Background: an optimization exercise with open tools, aiming at small area. Do not read the settings as production practice. Only simulation tests tie the RTL to the original design; equivalence was not proved. Power and IR drop assume default switching activity.

==> design/flow/design.v <==
module stopwatch(input CLOCK, input rst, input tick, input SW1, SW0, SW2, SW3, SW4, input [3:0] layer, input [31:0] x, y, output [15:0] oled_data);
    reg [2:0] t;
    reg [2:0] m;
    reg [3:0] u;
    reg [5:0] cnt;
    reg g;
    reg r;
    reg b;
    wire n0, n1, n2, n3, n4, n5, n6, n7, n8, n9, n10, n11, n12, n13, n14, n15, n16, n17, n18, n19, n20, n21, n22, n23, n24, n25, n26, n27, n28, n29, n30, n31, n32, n33, n34, n35, n36, n37, n38, n39, n40, n41, n42, n43, n44, n45, n46, n47, n48, n49, n50, n51, n52, n53, n54, n55, n56, n57, n58, n59, n60, n61, n62, n63, n64, n65, n66, n67, n68, n69, n70, n71, n72, n73, n74, n75, n76, n77, n78, n79, n80, n81, n82, n83, n84, n85, n86, n87, n88, n89, n90, n91, n92, n93, n94, n95, n96, n97, n98, n99, n100, n101, n102, n103, n104, n105, n106, n107, n108, n109, n110, n111, n112, n113, n114, n115, n116, n117, n118, n119, n120, n121, n122, n123, n124, n125, n126, n127, n128, n129, n130, n131, n132, n133, n134, n135, n136, n137, n138, n139, n140, n141, n142, n143, n144, n145, n146, n147, n148, n149, n150, n151, n152, n153, n154, n155, n156, n157, n158, n159, n160, n161, n162, n163, n164, n165, n166, n167, n168, n169, n170, n171, n172, n173, n174, n175, n176, n177, n178, n179, n180, n181, n182, n183, n184, n185, n186, n187, n188, n189, n190, n191, n192, n193, n194, n195, n196, n197, n198, n199, n200, n201, n202, n203, n204, n205, n206, n207, n208, n209, n210, n211, n212, n213, n214, n215, n216, n217, n218, n219, n220, n221, n222, n223, n224, n225, n226, n227, n228, n229, n230, n231, n232, n233, n234, n235, n236, n237, n238, n239, n240, n241, n242, n243, n244, n245, n246, n247, n248, n249, n250, n251, n252, n253, n254, n255, n256, n257, n258, n259, n260, n261, n262, n263, n264, n265, n266, n267, n268, n269, n270, n271, n272, n273, n274, n275, n276, n277, n278, n279, n280, n281, n282, n283, n284, n285, n286, n287, n288, n289, n290, n291, n292, n293, n294, n295, n296, n297, n298, n299, n300, n301, n302, n303, n304, n305, n306, n307, n308, n309, n310, n311, n312, n313, n314, n315, n316, n317, n318, n319, n320, n321, n322;
    assign n0 = layer[0] & ~layer[1];
    assign n1 = layer[2] & ~layer[3];
    assign n2 = n0 & n1;
    assign n3 = tick & n2;
    assign n4 = SW0 & n3;
    assign n5 = cnt[1] & cnt[4];
    assign n6 = cnt[5] & n5;
    assign n7 = n4 & n6;
    assign n8 = ~m[2] & n7;
    assign n9 = u[0] & n8;
    assign n10 = ~u[1] & n9;
    assign n11 = u[3] & n10;
    assign n12 = ~t[0] & ~n11;
    assign n13 = SW1 & n3;
    assign n14 = ~rst & ~n13;
    assign n15 = ~t[1] & n11;
    assign n16 = n14 & ~n15;
    assign n17 = ~n12 & n16;
    assign n18 = ~n11 & n14;
    assign n19 = t[1] & n18;
    assign n20 = t[0] & t[1];
    assign n21 = ~t[2] & ~n20;
    assign n22 = n14 & n21;
    assign n23 = n11 & n22;
    assign n24 = ~(~n19 & ~n23);
    assign n25 = t[0] & n23;
    assign n26 = t[2] & n16;
    assign n27 = ~(~n25 & ~n26);
    assign n28 = t[2] & n15;
    assign n29 = m[1] & n28;
    assign n30 = m[0] & ~n28;
    assign n31 = ~n29 & ~n30;
    assign n32 = n14 & ~n31;
    assign n33 = m[0] & n29;
    assign n34 = ~m[1] & ~n28;
    assign n35 = n14 & ~n34;
    assign n36 = ~n33 & n35;
    assign n37 = m[0] & n31;
    assign n38 = ~m[2] & ~n37;
    assign n39 = n14 & ~n38;
    assign n40 = ~u[3] & n14;
    assign n41 = n8 & n40;
    assign n42 = u[1] & n41;
    assign n43 = u[3] & n8;
    assign n44 = ~u[0] & ~n43;
    assign n45 = ~n9 & n14;
    assign n46 = ~n44 & n45;
    assign n47 = ~(~n42 & ~n46);
    assign n48 = u[0] & u[1];
    assign n49 = ~u[2] & ~n48;
    assign n50 = n41 & n49;
    assign n51 = u[2] & n14;
    assign n52 = n43 & n51;
    assign n53 = u[1] & n14;
    assign n54 = ~n8 & n53;
    assign n55 = ~n52 & ~n54;
    assign n56 = ~(~n50 & n55);
    assign n57 = n10 & n40;
    assign n58 = ~n43 & n51;
    assign n59 = ~(~n57 & ~n58);
    assign n60 = n9 & n51;
    assign n61 = u[3] & n18;
    assign n62 = ~(~n60 & ~n61);
    assign n63 = ~n7 & n14;
    assign n64 = ~cnt[0] & ~n4;
    assign n65 = cnt[0] & n4;
    assign n66 = ~n64 & ~n65;
    assign n67 = n63 & n66;
    assign n68 = ~cnt[1] & ~n65;
    assign n69 = cnt[1] & n65;
    assign n70 = n63 & ~n69;
    assign n71 = ~n68 & n70;
    assign n72 = ~cnt[2] & ~n69;
    assign n73 = cnt[2] & n69;
    assign n74 = n63 & ~n73;
    assign n75 = ~n72 & n74;
    assign n76 = ~cnt[3] & ~n73;
    assign n77 = cnt[3] & n73;
    assign n78 = n63 & ~n77;
    assign n79 = ~n76 & n78;
    assign n80 = ~cnt[4] & ~n77;
    assign n81 = cnt[4] & n77;
    assign n82 = n63 & ~n81;
    assign n83 = ~n80 & n82;
    assign n84 = ~cnt[5] & ~n81;
    assign n85 = n63 & ~n84;
    assign n86 = ~SW2 & ~SW3;
    assign n87 = x[2] & x[3];
    assign n88 = x[5] & ~n87;
    assign n89 = ~x[5] & n87;
    assign n90 = ~n88 & ~n89;
    assign n91 = ~u[1] & n90;
    assign n92 = x[4] & ~n87;
    assign n93 = ~t[1] & n92;
    assign n94 = ~x[4] & x[5];
    assign n95 = x[4] & ~x[5];
    assign n96 = ~n94 & ~n95;
    assign n97 = ~m[1] & ~n96;
    assign n98 = ~n93 & ~n97;
    assign n99 = ~n91 & n98;
    assign n100 = ~u[2] & n90;
    assign n101 = ~t[2] & n92;
    assign n102 = ~m[2] & ~n96;
    assign n103 = ~n101 & ~n102;
    assign n104 = ~n100 & n103;
    assign n105 = ~y[2] & ~y[3];
    assign n106 = n104 & n105;
    assign n107 = u[3] & n90;
    assign n108 = ~x[2] & ~n107;
    assign n109 = ~y[3] & ~n108;
    assign n110 = ~u[0] & n90;
    assign n111 = ~t[0] & n92;
    assign n112 = ~m[0] & ~n96;
    assign n113 = ~n111 & ~n112;
    assign n114 = ~n110 & n113;
    assign n115 = x[1] & ~x[4];
    assign n116 = ~x[1] & x[4];
    assign n117 = ~n115 & ~n116;
    assign n118 = x[2] & ~x[3];
    assign n119 = y[3] & ~n118;
    assign n120 = n117 & ~n119;
    assign n121 = n114 & n120;
    assign n122 = ~n109 & n121;
    assign n123 = ~n106 & ~n122;
    assign n124 = ~y[1] & ~n123;
    assign n125 = ~y[1] & ~y[2];
    assign n126 = y[3] & n125;
    assign n127 = x[1] & ~x[2];
    assign n128 = ~y[3] & n127;
    assign n129 = ~n126 & ~n128;
    assign n130 = n107 & ~n129;
    assign n131 = y[1] & ~y[2];
    assign n132 = ~x[2] & ~x[3];
    assign n133 = ~n87 & ~n132;
    assign n134 = y[3] & ~n133;
    assign n135 = n131 & n134;
    assign n136 = ~x[1] & x[2];
    assign n137 = ~n127 & ~n136;
    assign n138 = ~n117 & ~n137;
    assign n139 = ~n135 & ~n138;
    assign n140 = ~n114 & ~n139;
    assign n141 = y[2] & ~y[3];
    assign n142 = ~n107 & n141;
    assign n143 = ~n140 & ~n142;
    assign n144 = ~n104 & ~n143;
    assign n145 = ~n130 & ~n144;
    assign n146 = ~n124 & n145;
    assign n147 = n99 & ~n146;
    assign n148 = ~n115 & ~n133;
    assign n149 = ~n131 & n148;
    assign n150 = ~n99 & ~n126;
    assign n151 = n117 & ~n126;
    assign n152 = n99 & ~n151;
    assign n153 = ~n150 & ~n152;
    assign n154 = ~n149 & ~n153;
    assign n155 = ~n104 & ~n154;
    assign n156 = ~n148 & n153;
    assign n157 = ~n117 & n137;
    assign n158 = ~n87 & ~n157;
    assign n159 = n134 & ~n158;
    assign n160 = ~n130 & n159;
    assign n161 = ~y[3] & ~n148;
    assign n162 = n114 & ~n161;
    assign n163 = y[1] & y[2];
    assign n164 = n158 & n163;
    assign n165 = ~n141 & ~n164;
    assign n166 = n162 & ~n165;
    assign n167 = ~n160 & ~n166;
    assign n168 = ~n156 & n167;
    assign n169 = ~n155 & ~n168;
    assign n170 = ~y[2] & ~n107;
    assign n171 = y[2] & n107;
    assign n172 = n148 & ~n171;
    assign n173 = ~n170 & n172;
    assign n174 = y[2] & y[3];
    assign n175 = ~y[1] & ~n174;
    assign n176 = y[3] & n163;
    assign n177 = ~n175 & ~n176;
    assign n178 = ~n104 & n177;
    assign n179 = ~n173 & n178;
    assign n180 = ~n105 & ~n174;
    assign n181 = ~n171 & ~n180;
    assign n182 = ~n162 & n181;
    assign n183 = ~n158 & ~n182;
    assign n184 = ~n179 & n183;
    assign n185 = ~y[2] & n162;
    assign n186 = n99 & ~n185;
    assign n187 = y[1] & n171;
    assign n188 = ~y[1] & n180;
    assign n189 = n158 & ~n188;
    assign n190 = ~n187 & n189;
    assign n191 = ~n186 & ~n190;
    assign n192 = ~n184 & n191;
    assign n193 = ~n169 & ~n192;
    assign n194 = ~n147 & n193;
    assign n195 = ~x[3] & ~x[5];
    assign n196 = x[6] & ~n195;
    assign n197 = x[3] & ~n116;
    assign n198 = n88 & ~n197;
    assign n199 = x[1] & n87;
    assign n200 = x[4] & n199;
    assign n201 = ~x[4] & x[6];
    assign n202 = ~n200 & ~n201;
    assign n203 = ~n198 & n202;
    assign n204 = ~n196 & ~n203;
    assign n205 = ~n194 & n204;
    assign n206 = x[0] & n127;
    assign n207 = ~x[0] & n136;
    assign n208 = ~n206 & ~n207;
    assign n209 = y[2] & n208;
    assign n210 = ~x[3] & ~n209;
    assign n211 = y[0] & y[2];
    assign n212 = n119 & n211;
    assign n213 = ~n210 & ~n212;
    assign n214 = n94 & n213;
    assign n215 = y[0] & y[1];
    assign n216 = ~y[0] & ~y[1];
    assign n217 = ~n215 & ~n216;
    assign n218 = ~n105 & n177;
    assign n219 = ~n217 & ~n218;
    assign n220 = ~n105 & n217;
    assign n221 = ~n208 & ~n220;
    assign n222 = ~n219 & n221;
    assign n223 = n214 & n222;
    assign n224 = ~n205 & ~n223;
    assign n225 = ~y[3] & ~n163;
    assign n226 = y[5] & ~n225;
    assign n227 = ~y[4] & ~y[5];
    assign n228 = ~y[3] & y[4];
    assign n229 = ~n227 & ~n228;
    assign n230 = ~n226 & n229;
    assign n231 = ~n224 & n230;
    assign n232 = ~x[0] & ~x[1];
    assign n233 = ~n125 & n232;
    assign n234 = ~x[2] & ~n233;
    assign n235 = n217 & ~n234;
    assign n236 = ~y[0] & n131;
    assign n237 = ~n211 & ~n236;
    assign n238 = ~n232 & n237;
    assign n239 = x[0] & x[2];
    assign n240 = y[3] & n239;
    assign n241 = ~x[3] & ~n240;
    assign n242 = ~n238 & ~n241;
    assign n243 = ~n235 & n242;
    assign n244 = ~n211 & ~n243;
    assign n245 = ~n208 & ~n243;
    assign n246 = ~x[1] & n118;
    assign n247 = ~y[3] & ~n232;
    assign n248 = y[1] & ~n247;
    assign n249 = ~n246 & ~n248;
    assign n250 = ~n245 & n249;
    assign n251 = ~n244 & ~n250;
    assign n252 = ~x[0] & ~n163;
    assign n253 = ~x[1] & x[3];
    assign n254 = x[2] & ~n216;
    assign n255 = x[1] & ~x[3];
    assign n256 = ~n211 & n255;
    assign n257 = ~n254 & n256;
    assign n258 = ~n253 & ~n257;
    assign n259 = n252 & ~n258;
    assign n260 = ~n251 & ~n259;
    assign n261 = n201 & ~n260;
    assign n262 = ~x[2] & n253;
    assign n263 = ~n252 & n262;
    assign n264 = n237 & ~n262;
    assign n265 = ~n263 & ~n264;
    assign n266 = n214 & n265;
    assign n267 = ~n261 & ~n266;
    assign n268 = ~n199 & ~n267;
    assign n269 = n133 & n137;
    assign n270 = ~y[2] & ~n269;
    assign n271 = x[4] & ~n270;
    assign n272 = ~n176 & ~n271;
    assign n273 = ~y[2] & n216;
    assign n274 = x[1] & n273;
    assign n275 = ~n211 & ~n274;
    assign n276 = ~n92 & ~n118;
    assign n277 = ~n275 & ~n276;
    assign n278 = n247 & n277;
    assign n279 = y[0] & n132;
    assign n280 = ~n273 & ~n279;
    assign n281 = x[0] & ~n280;
    assign n282 = ~n215 & ~n281;
    assign n283 = ~n278 & ~n282;
    assign n284 = ~n272 & n283;
    assign n285 = x[2] & ~n125;
    assign n286 = x[3] & ~n285;
    assign n287 = n115 & ~n286;
    assign n288 = n252 & ~n253;
    assign n289 = ~n287 & n288;
    assign n290 = ~n277 & n289;
    assign n291 = ~n284 & ~n290;
    assign n292 = ~x[1] & n213;
    assign n293 = ~n291 & n292;
    assign n294 = ~x[6] & n95;
    assign n295 = n243 & n294;
    assign n296 = ~n293 & n295;
    assign n297 = n217 & ~n258;
    assign n298 = x[5] & ~n297;
    assign n299 = ~n291 & n298;
    assign n300 = ~n296 & ~n299;
    assign n301 = ~n268 & n300;
    assign n302 = ~n225 & n227;
    assign n303 = ~n301 & n302;
    assign n304 = ~n231 & ~n303;
    assign n305 = ~rst & ~n304;
    assign n306 = ~SW3 & SW4;
    assign n307 = n305 & ~n306;
    assign n308 = n86 & n307;
    assign n309 = ~n2 & n305;
    assign n310 = ~rst & n2;
    assign n311 = n304 & n310;
    assign n312 = ~n86 & n311;
    assign n313 = ~n309 & ~n312;
    assign n314 = ~(~n308 & n313);
    assign n315 = n306 & n311;
    assign n316 = ~n307 & ~n315;
    assign n317 = ~SW3 & ~n316;
    assign n318 = SW2 & n310;
    assign n319 = ~n309 & ~n318;
    assign n320 = ~(~n317 & n319);
    assign n321 = ~SW2 & ~n316;
    assign n322 = ~(~n309 & ~n321);
    assign oled_data[0] = b;
    assign oled_data[1] = b;
    assign oled_data[2] = b;
    assign oled_data[3] = b;
    assign oled_data[4] = b;
    assign oled_data[5] = g;
    assign oled_data[6] = g;
    assign oled_data[7] = g;
    assign oled_data[8] = g;
    assign oled_data[9] = g;
    assign oled_data[10] = g;
    assign oled_data[11] = r;
    assign oled_data[12] = r;
    assign oled_data[13] = r;
    assign oled_data[14] = r;
    assign oled_data[15] = r;
    always @(posedge CLOCK) begin
        t[0] <= n17;
        t[1] <= n24;
        t[2] <= n27;
        m[0] <= n32;
        m[1] <= n36;
        m[2] <= n39;
        u[0] <= n47;
        u[1] <= n56;
        u[2] <= n59;
        u[3] <= n62;
        cnt[0] <= n67;
        cnt[1] <= n71;
        cnt[2] <= n75;
        cnt[3] <= n79;
        cnt[4] <= n83;
        cnt[5] <= n85;
        g <= n314;
        r <= n320;
        b <= n322;
    end
endmodule
==> design/flow/flow/run.sh <==
#!/bin/bash
# Own layout flow: the standard ORFS flow (the standard.sh), with three changes:
#  1. synthesis maps the logic with an area-oriented ABC recipe (flow/abc_area.script, used
#     through ABC_AREA=1 from a copy of ORFS's scripts folder); the rest of the synthesis
#     script is ORFS's own, so registers keep their names and cell types;
#  2. synthesis does not extract half/full adders (ADDER_MAP_FILE empty), so ABC maps all logic;
#  3. ports are buffered with sky130_fd_sc_hd__buf_1 instead of the cell buffer_ports picks.
# Each step's full output goes to its own log file in the work folder.
set -euo pipefail
W=$(pwd)
rm -rf "$W/scripts_mod"
cp -r "$FLOW_HOME/scripts" "$W/scripts_mod"
cp "$W/flow/abc_area.script" "$W/scripts_mod/abc_area.script"
SCRIPTS_DIR="$W/scripts_mod" ADDER_MAP_FILE= bash standard.sh synth > "$W/flow_synth.log" 2>&1
CTS_ARGS="-buf_list sky130_fd_sc_hd__clkbuf_4 -dont_use_dummy_load -sink_clustering_enable -sink_clustering_size 20 -repair_clock_nets" BUFFER_PORTS_ARGS="-buffer_cell sky130_fd_sc_hd__buf_1" bash standard.sh > "$W/flow_layout.log" 2>&1
==> design/flow/flow/abc_area.script <==
strash
dc2
balance
rewrite
refactor
balance
rewrite
rewrite -z
balance
refactor -z
rewrite -z
balance
dc2
balance -l
resub -K 6 -l
rewrite -l
resub -K 6 -N 2 -l
refactor -l
resub -K 8 -l
balance -l
resub -K 8 -N 2 -l
rewrite -l
resub -K 10 -l
rewrite -z -l
resub -K 10 -N 2 -l
balance -l
resub -K 12 -l
refactor -z -l
resub -K 12 -N 2 -l
rewrite -z -l
balance -l
balance
rewrite
refactor
balance
rewrite
rewrite -z
balance
refactor -z
rewrite -z
balance
balance -l
resub -K 6 -l
rewrite -l
resub -K 6 -N 2 -l
refactor -l
resub -K 8 -l
balance -l
resub -K 8 -N 2 -l
rewrite -l
resub -K 10 -l
rewrite -z -l
resub -K 10 -N 2 -l
balance -l
resub -K 12 -l
refactor -z -l
resub -K 12 -N 2 -l
rewrite -z -l
balance -l
&get -n
&dch -f
&nf -p -a -R 1000
&put
topo
==> design/flow/standard.sh <==
#!/bin/bash
# synth_recipe.tcl (not shown) runs the flow's synth.tcl, then flattens the netlist and writes it again
# the make line also repeats each setting of config.mk as NAME=value (left out here)
make -C /OpenROAD-flow-scripts/flow DESIGN_CONFIG=/design/flow/config.mk WORK_HOME=/design/flow/orfs CLKGATE_MAP_FILE= SYNTH_SCRIPT=/design/flow/synth_recipe.tcl "${@:-finish}"
==> design/flow/config.mk <==
export PLATFORM = sky130hd
export DESIGN_NAME = stopwatch
export DESIGN_NICKNAME = stopwatch
export VERILOG_FILES = /design/flow/design.v
export SDC_FILE = /design/flow/constraint.sdc
export NUM_CORES = 4
export LEC_CHECK = 0
export ABC_AREA = 1
export CAP_MARGIN = 20
export CORE_MARGIN = 2
export CORE_UTILIZATION = 40
export CTS_BUF_LIST = sky130_fd_sc_hd__clkbuf_4
export CTS_CLUSTER_SIZE = 20
export SLEW_MARGIN = 20
==> design/flow/constraint.sdc <==
create_clock -name core_clock -period 10.0 [get_ports {CLOCK}]
set_input_delay 2.0000 -clock core_clock [delete_from_list [all_inputs] [get_ports {CLOCK}]]
set_output_delay 2.0000 -clock core_clock [all_outputs]
set_load 0.01 [all_outputs]
==> results of run 1 <==
layout make-up:
type | count | area share
Tap cell | 50 | 0.0364
Clock buffer | 3 | 0.0131
Inverter | 2 | 0.00437
Timing Repair Buffer | 40 | 0.0873
Multi-Input combinational cell | 196 | 0.638
Sequential cell | 19 | 0.221
state kept, by name (all words and copies together) (netlist names):
register,count
cnt,6
u,4
m,3
t,3
b,1
g,1
r,1
metrics by stage:
stage	instance area, µm²	cells
final	1720	310
after global routing	1720	310
after CTS	1720	310
after detailed placement	1700	307
after global placement	1700	307
after floorplan	1600	233
Yosys cell counts, drive strengths merged (4+ instances only):
library cell and number:
and2 4, o22ai 5, a21oi 16, o211ai 4
nor2 35, nand2 27, nor2b 7, xnor2 5
a31oi 4, nor3 8, o21ai 22, nand3 9
nand2b 10, dfxtp 19, buf 16
critical path, cell delays in order:
cell and delay (ps):
buf_1 420, nand2_1 250, xnor2_1 230, nor2b_1 440, a21oi_1 140, o311ai_0 370, nand3_1 120, o211ai_1 140
a31oi_1 120, o31ai_1 300, nor2b_1 210, o21ai_0 130, o311ai_0 270
per-layer routing:
layer  global-route usage  vias to the layer above
met5                    0                        -
met4               0.0638                        0
met3               0.0217                        4
met2                0.262                       71
met1                0.247                      793
li1                     -                      901
cell families (layout without fill, tap and decap cells):
kind of cell	count (synthesis)	in the layout	share of synthesized area
AO/OA/AOI/OAI	72	72	0.284
XOR/XNOR	6	6	0.0328
buffers and inverters	18	45	0.0796
flip-flops	19	19	0.237
multiplexers	3	3	0.0187
AND/OR/NAND/NOR	115	115	0.348
power groups by stage:
stage / combinational (mW) / sequential, mW / clock [mW]
6_report: 0.0509 / 0.0776 / 0.0368
5_1_grt: 0.0580 / 0.0781 / 0.0409
4_1_cts: 0.0506 / 0.0777 / 0.0374
3_5_place_dp: 0.0505 / 0.0794 / 0
3_3_place_gp: 0.0508 / 0.0793 / 0
2_1_floorplan: 0.0380 / 0.0793 / 0
path summary, 6_finish.rpt:
check | startpoint | endpoint | slack (ps)
worst max-delay path | x[2] | g | 5030
worst min-delay path | cnt[2] | cnt[2] | 490
worst max register to register | u[3] | g | 7180
worst min register to register | cnt[2] | cnt[2] | 490
==> run summary, run 1 <==
DP Worst Slack=4760 ps; antenna cell count=0; area delta synth->final=7.18%; WL/cell=12.4 µm; Final Util=0.436; RSZ-0062 raised after global routing=no; status=timing/DRC/antenna clean; cts hold-fix bufs=0; most common cell after layout, fill and taps aside=buf_1; Netlist cell types=43; Async SR Flop Fraction=0; row cnt=23; Setup TNS Final=0 ps; met2 WL=1.62 mm; number of hold violations in the final report=0; Synth area leaders=dfxtp_1 24%, nor2_1 8.2%, buf_4 7.5%; Fillers=423; Crit Path Category=in2reg; switching pwr=0.0558 mW; clock slew seen by the registers of the worst setup and hold paths=120 ps; Synth Instances=233; Clk pwr share=0.222; H-tree depth=1; combined area of the multi-input logic cells=~1100 µm²; final worst-path cycle share=0.497; Mapped Area=1600 µm²; min-delay worst type=reg2reg; CTS root buf=clkbuf_4; first-pass GRT wire length=6.18 mm; slew margin rel.=0.506; Critical Path RT=10,180 ps; DPL Wire Length=2.89 mm; M1 WL=1.92 mm; ys flop type=dfxtp_1; gr usage total=0.172; Total Nets Final=338; worst hold slack=between 400 and 500 ps; Max Cap Violations=0; maximum clock rate=~200 MHz; post_cts resized=0; static leakage=0.598 nW; fin. max-slew vios=0; first drt pass iteration count=5; PnR worst setup slack=5030 ps; Period minus WS final=4970 ps; Yosys top cell area share=0.237; worst-case clock buffer depth=2; Skew-Pair Late Insertion Delay=310 ps; GPL Wtd Cong=0.844; Max VDD drop=0.0409 mV; CTS Buf Count=3; clk_skew=32.2 ps; Antenna Nets Post-Route=0; Logic pwr share=0.308; post-CTS setup buffers=0; total power=0.165 mW; DR vias/cell=5.71; Yosys reg bits=19; IO Port Bufs=40; Worst Tran Pin Value=approximately 740 ps; crit path max fanout=13; most frequent cells in the layout=40 x buf_1, 35 x nor2_1, 27 x nand2_1, 22 x o21ai_0, 19 x dfxtp_1; vias in the first global route=around 1,400; Clock Sinks=19; total gr overflow=0; largest net degree at the start of global routing=20; pwr dens=96.2 nW/µm²; Critical Path Start Type=primary input; antenna violations before repair=0; Setup-failing EPs final=0; full die area=4530 µm²; syn_nets=just over 300; average size of a mapped cell=6.88 µm²; final wirelength=approximately 3.8 mm; remaining routing DRC violations=0; total of warnings raised by yosys=1; via count=1,769; crit path capture type=flop; max layer used=met4; Iter 0 DRT Violations=92; Yosys top cell by area=dfxtp_1; Boundary Pins=92; number of flops mapped to enable cells by yosys=0; WHS Path Cells=1; sequential share of power=0.469; core box area=~4000 µm²; post-synthesis sequential area ratio=0.237; CTS tree=yes; Storage cell area=380 µm²; layout cells sized above 1=0.0115; WP data arrival=~5200 ps; Met3 Routed Length=254 µm; switching share of total power=0.338; reg2reg path depth=10; die width=67.3 µm; Initial Util=0.407; Pint=0.109 mW; Die Ht=around 67 µm
==> inputs of run 2 (changes only) <==
--- a/design/flow/flow/run.sh
+++ b/design/flow/flow/run.sh
@@ -12,4 +12,4 @@
 cp -r "$FLOW_HOME/scripts" "$W/scripts_mod"
 cp "$W/flow/abc_area.script" "$W/scripts_mod/abc_area.script"
 SCRIPTS_DIR="$W/scripts_mod" ADDER_MAP_FILE= bash standard.sh synth > "$W/flow_synth.log" 2>&1
-CTS_ARGS="-buf_list sky130_fd_sc_hd__clkbuf_4 -dont_use_dummy_load -sink_clustering_enable -sink_clustering_size 20 -repair_clock_nets" BUFFER_PORTS_ARGS="-buffer_cell sky130_fd_sc_hd__buf_1" bash standard.sh > "$W/flow_layout.log" 2>&1
+BUFFER_PORTS_ARGS="-buffer_cell sky130_fd_sc_hd__buf_1" bash standard.sh > "$W/flow_layout.log" 2>&1
==> run 2 against run 1 <==
Via count is 0.40% lower. First-iteration DRC count is 7.6% lower. Critical endpoint unchanged. Sequential power hardly changed. Utilization is 0.19 points higher. Final cell count is 0.32% higher. Critical path depth stayed put. Worst hold slack worse by 1.1 ps. Fmax is 0.26% higher. Largest cell class unchanged. Clock power is 9.0% higher. Total power is 2.0% higher. Critical path type unchanged. Worst setup slack better by 13 ps. Sequential cell count stayed put.
==> run summary, run 2 <==
status=timing/DRC/antenna clean; first drt pass iteration count=5 (unchanged); Fillers=424 (+0.24%); most frequent cells in the layout=40 x buf_1, 35 x nor2_1, 27 x nand2_1, 22 x o21ai_0, 19 x dfxtp_1; RSZ-0062 raised after global routing=no; Period minus WS final=4960 ps (-13.0 ps); post_cts resized=0 (unchanged); final worst-path cycle share=0.496 (-0.00130); Yosys top cell by area=dfxtp_1; max FFs per register=6 (unchanged); static leakage=0.598 nW (about the same); combined area of the multi-input logic cells=1100 µm² (unchanged); die width=67.3 µm (unchanged); DR vias/cell=5.67 (-0.72%); min-delay worst type=reg2reg; via count=1,762 (-0.40%); number of flops mapped to enable cells by yosys=0 (unchanged); CTS tree=yes; most common cell after layout, fill and taps aside=buf_1; Mapped Area=1600 µm² (unchanged); first-pass GRT wire length=6.19 mm (+0.23%); Synth Instances=233 (unchanged); clk_skew=8.02 ps (-24.2 ps); full die area=4530 µm² (unchanged); gr usage total=0.173 (+0.00104); Final Util=0.438 (+0.00190); Storage cell area=380 µm² (unchanged); clock slew seen by the registers of the worst setup and hold paths=120 ps (about the same); final wirelength=3.82 mm (-0.62%); post-CTS setup buffers=0 (unchanged); Max VDD drop=0.0396 mV (-3.3%); GPL Wtd Cong=0.844 (unchanged); maximum clock rate=202 MHz (+0.26%); H-tree depth=1 (unchanged); most frequent cell after synthesis=nor2_1; antenna violations before repair=0 (unchanged); pwr dens=97.6 nW/µm² (+1.6%); commonest cells in the netlist=35 x nor2_1, 27 x nand2_1, 22 x o21ai_0, 19 x dfxtp_1; total of warnings raised by yosys=1 (unchanged); Skew-Pair Late Insertion Delay=300 ps (about the same); layout cells sized above 1=0.0153 (+0.00379); Die Ht=67.3 µm (unchanged); Antenna Nets Post-Route=0 (unchanged); Synth area leaders=dfxtp_1 24%, nor2_1 8.2%, buf_4 7.5%; remaining routing DRC violations=0 (unchanged); CTS Buf Count=3 (unchanged); antenna cell count=0 (unchanged); Design Area, Final=1730 µm² (+0.44%); Yosys reg bits=19 (unchanged); Total Nets Final=338 (unchanged); row cnt=23 (unchanged); core box area=3940 µm² (unchanged); Iter 0 DRT Violations=85 (-7.6%); total gr overflow=0 (unchanged); cts hold-fix bufs=0 (unchanged); post-synthesis sequential area ratio=0.237 (unchanged); Worst Tran Pin Value=722 ps (-18.9 ps); Netlist cell types=43 (unchanged); reg2reg path depth=10 (unchanged); Crit Path Category=in2reg; WHS Path Cells=1 (unchanged); Boundary Pins=92 (unchanged); ys flop type=dfxtp_1; placed cell areas=1700 µm² (unchanged); vias in the first global route=1,426 (+0.070%); Clock Sinks=19 (unchanged); syn_nets=309 (unchanged); Async SR Flop Fraction=0 (unchanged); Regs by FF count=cnt x6, u x4; crit path capture type=flop; number of hold violations in the final report=0 (unchanged); WL/cell=12.3 µm (-0.94%); DPL Wire Length=2.89 mm (unchanged); worst-case clock buffer depth=2 (unchanged); IO Port Bufs=40 (unchanged); WP data arrival=5160 ps (about the same); Max Cap Violations=0 (unchanged); Critical Path RT=10,200 ps (+20 ps); Yosys top cell area share=0.237 (unchanged); fin. max-slew vios=0 (unchanged); slew margin rel.=0.519 (+0.0126); Setup TNS Final=0 ps (unchanged); average size of a mapped cell=6.88 µm² (unchanged); CTS root buf=clkbuf_4; area delta synth->final=7.64%; largest register by flop count=cnt; Critical Path Start Type=primary input; largest net degree at the start of global routing=20 (unchanged); Initial Util=0.407 (unchanged); crit path max fanout=13 (unchanged); Setup-failing EPs final=0 (unchanged)
run 2: cell counts after synthesis:
Identical to the previous run, type by type.
run 2: where the power goes:
part | switching, mW | internal, mW | leakage, nW
logic | 0.0321 | 0.0188 | 0.431
registers | 0.000973 | 0.0766 | 0.153
clock network | 0.0248 | 0.0152 | 0.0139
total | 0.0579 | 0.111 | 0.598
run 2: worst paths after layout:
kind,slack [ps],endpoint,start
min,490,cnt[2],cnt[2]
max reg2reg,7170,g,u[3]
min reg2reg,490,cnt[2],cnt[2]
max,5040,g,x[2]
run 2: worst max-delay path, cell delays in order:
cell and delay, ps:
buf_1 430, nand2_1 250, xnor2_1 230, nor2b_1 450, a21oi_1 140, o311ai_0 370
nand3_1 120, o211ai_1 140, a31oi_1 120, o31ai_1 300, nor2b_1 210, o21ai_0 130
o311ai_0 270
run 2: area by class of cell:
| class | instances | area share |
|---|---|---|
| Inverter | 2 | 0.00435 |
| Clock buffer | 3 | 0.0130 |
| Timing Repair Buffer | 40 | 0.0870 |
| Clock inverter | 1 | 0.00435 |
| Tap cell | 50 | 0.0362 |
| Multi-Input combinational cell | 196 | 0.635 |
| Sequential cell | 19 | 0.220 |
run 2: kinds of logic after synthesis:
| family | synth area share |
|---|---|
| muxes | 0.0187 |
| and+or+nand+nor | 0.348 |
| xor gates and xnor gates | 0.0328 |
| AOI/OAI and AO/OA | 0.284 |
| DFF | 0.237 |
| buffers and inverters | 0.0796 |
run 2: stage by stage:
| stage | std cells | setup slack (ps) | total power [mW] | hold slack, ps |
|---|---|---|---|---|
| floorplan | 233 | 5810 | 0.117 | 440 |
| global placement | 307 | 4810 | 0.130 | 453 |
| detailed placement | 307 | 4760 | 0.130 | 463 |
| CTS | 311 | 5050 | 0.170 | 486 |
| global route | 311 | 4740 | 0.182 | 534 |
| finish | 311 | 5040 | 0.169 | 488 |
run 2: routing by layer:
metal  track usage  part of all wire
met2         0.262              0.43
met5             0                 0
met1         0.247              0.49
met4        0.0714             0.013
met3        0.0217             0.062
==> inputs of run 3 (changes only) <==
--- a/design/flow/flow/run.sh
+++ b/design/flow/flow/run.sh
@@ -12,4 +12,4 @@
 cp -r "$FLOW_HOME/scripts" "$W/scripts_mod"
 cp "$W/flow/abc_area.script" "$W/scripts_mod/abc_area.script"
 SCRIPTS_DIR="$W/scripts_mod" ADDER_MAP_FILE= bash standard.sh synth > "$W/flow_synth.log" 2>&1
-BUFFER_PORTS_ARGS="-buffer_cell sky130_fd_sc_hd__buf_1" bash standard.sh > "$W/flow_layout.log" 2>&1
+CTS_ARGS="-buf_list sky130_fd_sc_hd__clkbuf_8 -root_buf sky130_fd_sc_hd__clkbuf_8 -dont_use_dummy_load -sink_clustering_enable -sink_clustering_size 30 -sink_clustering_max_diameter 1000 -repair_clock_nets" BUFFER_PORTS_ARGS="-buffer_cell sky130_fd_sc_hd__buf_1" bash standard.sh > "$W/flow_layout.log" 2>&1
==> run 3 against run 2 <==
Global-route usage increased by 0.070 points. Sequential share of layout area decreased by 0.14 points. Sequential power about the same. Highest routed layer unchanged. Still clean on timing, DRC and antenna. Combinational power about the same.
==> run summary, run 3 <==
Total Nets Final=338 (unchanged); area delta synth->final=8.35%; CTS tree=yes; most frequent cell after synthesis=nor2_1; first-pass GRT wire length=6.19 mm (unchanged); post-CTS setup buffers=0 (unchanged); slew margin rel.=0.510 (-0.00885); post-synthesis adder-cell area fraction=0 (unchanged); antenna cell count=0 (unchanged); Synth Instances=233 (unchanged); total of warnings raised by yosys=1 (unchanged); Netlist cell types=43 (unchanged); Initial Util=0.407 (unchanged); Critical Path RT=10,140 ps (-60 ps); Synth area leaders=dfxtp_1 24%, nor2_1 8.2%, buf_4 7.5%; Async SR Flop Fraction=0 (unchanged); max FFs per register=6 (unchanged); crit path max fanout=13 (unchanged); total gr overflow=0 (unchanged); H-tree depth=1 (unchanged); gr usage total=0.174 (+0.000696); RSZ-0062 raised after global routing=no; remaining routing DRC violations=0 (unchanged); antenna violations before repair=0 (unchanged); Crit Path Category=in2reg; fin. max-slew vios=0 (unchanged); status=timing/DRC/antenna clean; maximum clock rate=200 MHz (-0.71%); Regs by FF count=cnt x6, u x4; Synth Area in Compound Gates=0.284 (unchanged); Final Non-Filler Cells=310 (-0.32%); Yosys top cell by area=dfxtp_1; post_cts resized=0 (unchanged); Synth Area in XOR/XNOR=0.0328 (unchanged); cts hold-fix bufs=0 (unchanged); core box area=3940 µm² (unchanged); CTS Buf Count=3 (unchanged); R2R Setup Slk=7190 ps (+20 ps); largest net degree at the start of global routing=20 (unchanged); Antenna Nets Post-Route=0 (unchanged); Setup-failing EPs final=0 (unchanged); worst r2r src=u[3]; Skew-Pair Late Insertion Delay=260 ps (-40 ps); Clock Sinks=19 (unchanged); ys flop type=dfxtp_1; Max VDD drop=0.0474 mV (+20%); average size of a mapped cell=6.88 µm² (unchanged); Fillers=421 (-0.71%); largest family of logic cells by synthesized area=simple AND/OR/NAND/NOR gates; number of hold violations in the final report=0 (unchanged); WP data arrival=5140 ps (-20 ps); Max Cap Violations=0 (unchanged); Yosys top cell area share=0.237 (unchanged); final wirelength=3.83 mm (+0.34%); DPL Wire Length=2.89 mm (unchanged); WHS Path Cells=1 (unchanged); via count=1,757 (-0.28%); mux cell area share after synthesis=0.0187 (unchanged); Iter 0 DRT Violations=102 (+20%); vias in the first global route=1,423 (-0.21%); WL/cell=12.4 µm (+0.66%); most common cell after layout, fill and taps aside=buf_1; reg2reg path depth=10 (unchanged); Mapped Area=1600 µm² (unchanged); commonest cells in the netlist=35 x nor2_1, 27 x nand2_1, 22 x o21ai_0, 19 x dfxtp_1; syn_nets=309 (unchanged); Worst Tran Pin Value=735 ps (+13.3 ps); GPL Wtd Cong=0.844 (unchanged); final worst-path cycle share=0.500 (+0.00356); Period minus WS final=5000 ps (+35.6 ps); largest register by flop count=cnt; IO Port Bufs=40 (unchanged); die width=67.3 µm (unchanged); static leakage=0.605 nW (+1.3%); DR vias/cell=5.67 (about the same); Simple-Gate Fraction of Synth Area=0.348 (unchanged); CTS root buf=clkbuf_8; worst-case clock buffer depth=2 (unchanged); Die Ht=67.3 µm (unchanged); post-synthesis sequential area ratio=0.237 (unchanged); layout cells sized above 1=0.0115 (-0.00379); crit path capture type=flop; pwr dens=103 nW/µm² (+5.6%); clock slew seen by the registers of the worst setup and hold paths=80 ps (-40 ps); Setup TNS Final=0 ps (unchanged); number of flops mapped to enable cells by yosys=0 (unchanged); worst hold start=cnt[2]; placed cell count=307 (unchanged); Yosys reg bits=19 (unchanged); Boundary Pins=92 (unchanged); row cnt=23 (unchanged); hold endpoint=cnt[2]; full die area=4530 µm² (unchanged); Critical Path Start Type=primary input; first drt pass iteration count=4 (-1); r2r endpoint=g; most frequent cells in the layout=40 x buf_1, 35 x nor2_1, 27 x nand2_1, 22 x o21ai_0, 19 x dfxtp_1; clk_skew=17.0 ps (+9.00 ps); min-delay worst type=reg2reg
-- run 3: cell counts after synthesis --
No cell type changed its count.
-- run 3: metal layers --
layer	GRT usage	routed length, µm	vias up
li1	-	-	901
met1	0.245	1850	777
met2	0.264	1640	75
met3	0.0217	270	4
met4	0.0791	65	0
met5	0	0	-
-- run 3: where the power goes --
group          internal, mW  total, mW  leakage [nW]  switching (mW)
logic                0.0188     0.0508         0.431          0.0320
clock network        0.0268     0.0507        0.0216          0.0239
registers            0.0766     0.0776         0.153        0.000974
total                 0.122      0.179         0.605          0.0569
-- run 3: cells by family after synthesis --
kind of cell              count (synthesis)
muxes                                     3
buffers and inverters                    18
AOI/OAI and AO/OA                        72
and+or+nand+nor                         115
DFF                                      19
xor gates and xnor gates                  6
-- run 3: area by class of cell --
class	instances	area, µm²	share of cell area
multi-input combinational	196	1100	0.631
sequential	19	380	0.219
timing repair buffer	40	150	0.0864
tap	50	62.6	0.0360
clock buffer	3	41.3	0.0238
inverter	2	7.51	0.00432
-- run 3: through the flow --
stage	total power [mW]	instance area (µm²)	util	setup WS (ps)	hold slack (ps)
after floorplan	0.117	1600	-	5810	440
after global placement	0.130	1700	0.430	4810	453
after detailed placement	0.130	1700	0.430	4760	463
after CTS	0.180	1740	0.441	4990	480
after global routing	0.190	1740	0.441	4670	524
final	0.179	1740	0.441	5000	482
-- run 3: how the worst max path moves through the flow --
stage	from	endpoint	depth (start not counted)
2_1_floorplan	layer[3]	m[2]	12
3_3_place_gp	x[2]	g	13
3_5_place_dp	x[2]	g	13
4_1_cts	x[2]	g	13
5_1_grt	x[2]	g	13
6_report	x[2]	g	13
-- run 3: critical path, stage by stage --
cell	delay [ps]
buf_1	430
nand2_1	240
xnor2_1	220
nor2b_1	450
a21oi_1	140
o311ai_0	370
nand3_1	120
o211ai_1	140
a31oi_1	110
o31ai_1	300
nor2b_1	210
o21ai_0	130
o311ai_0	270

-- separate check: timing with driven ports --
In the flow no input, the clock included, has a driving cell. The finished layouts below were timed again as built, in two steps.
Step 1, drivers: a clkbuf_16 drives CLOCK and a buf_2 each remaining input, both assumed.
Step 2, shift: input delay + t, output delay - t, t = (earliest + latest rising clock arrival at the registers) / 2. This alone moves slack from input paths to output paths.
Three values: no drivers, after step 1, after step 2; two values: the first two.
run | shift t [ns] | slack for setup (ns) | worst setup path at the end | worst register clock-pin slew, ns
run 1 | 0.316 | 5.027 / 5.020 / 4.704 | input to register | 0.12 / 0.12
run 2 | 0.323 | 5.040 / 5.035 / 4.712 | input to register | 0.12 / 0.12
run 3 | 0.280 | 5.004 / 4.999 / 4.719 | input to register | 0.08 / 0.08
After both steps setup and hold are still met in every run listed. For run 2, which loses most, drivers alone change the setup slack by -0.005 ns; drivers and shift together by -0.328 ns.
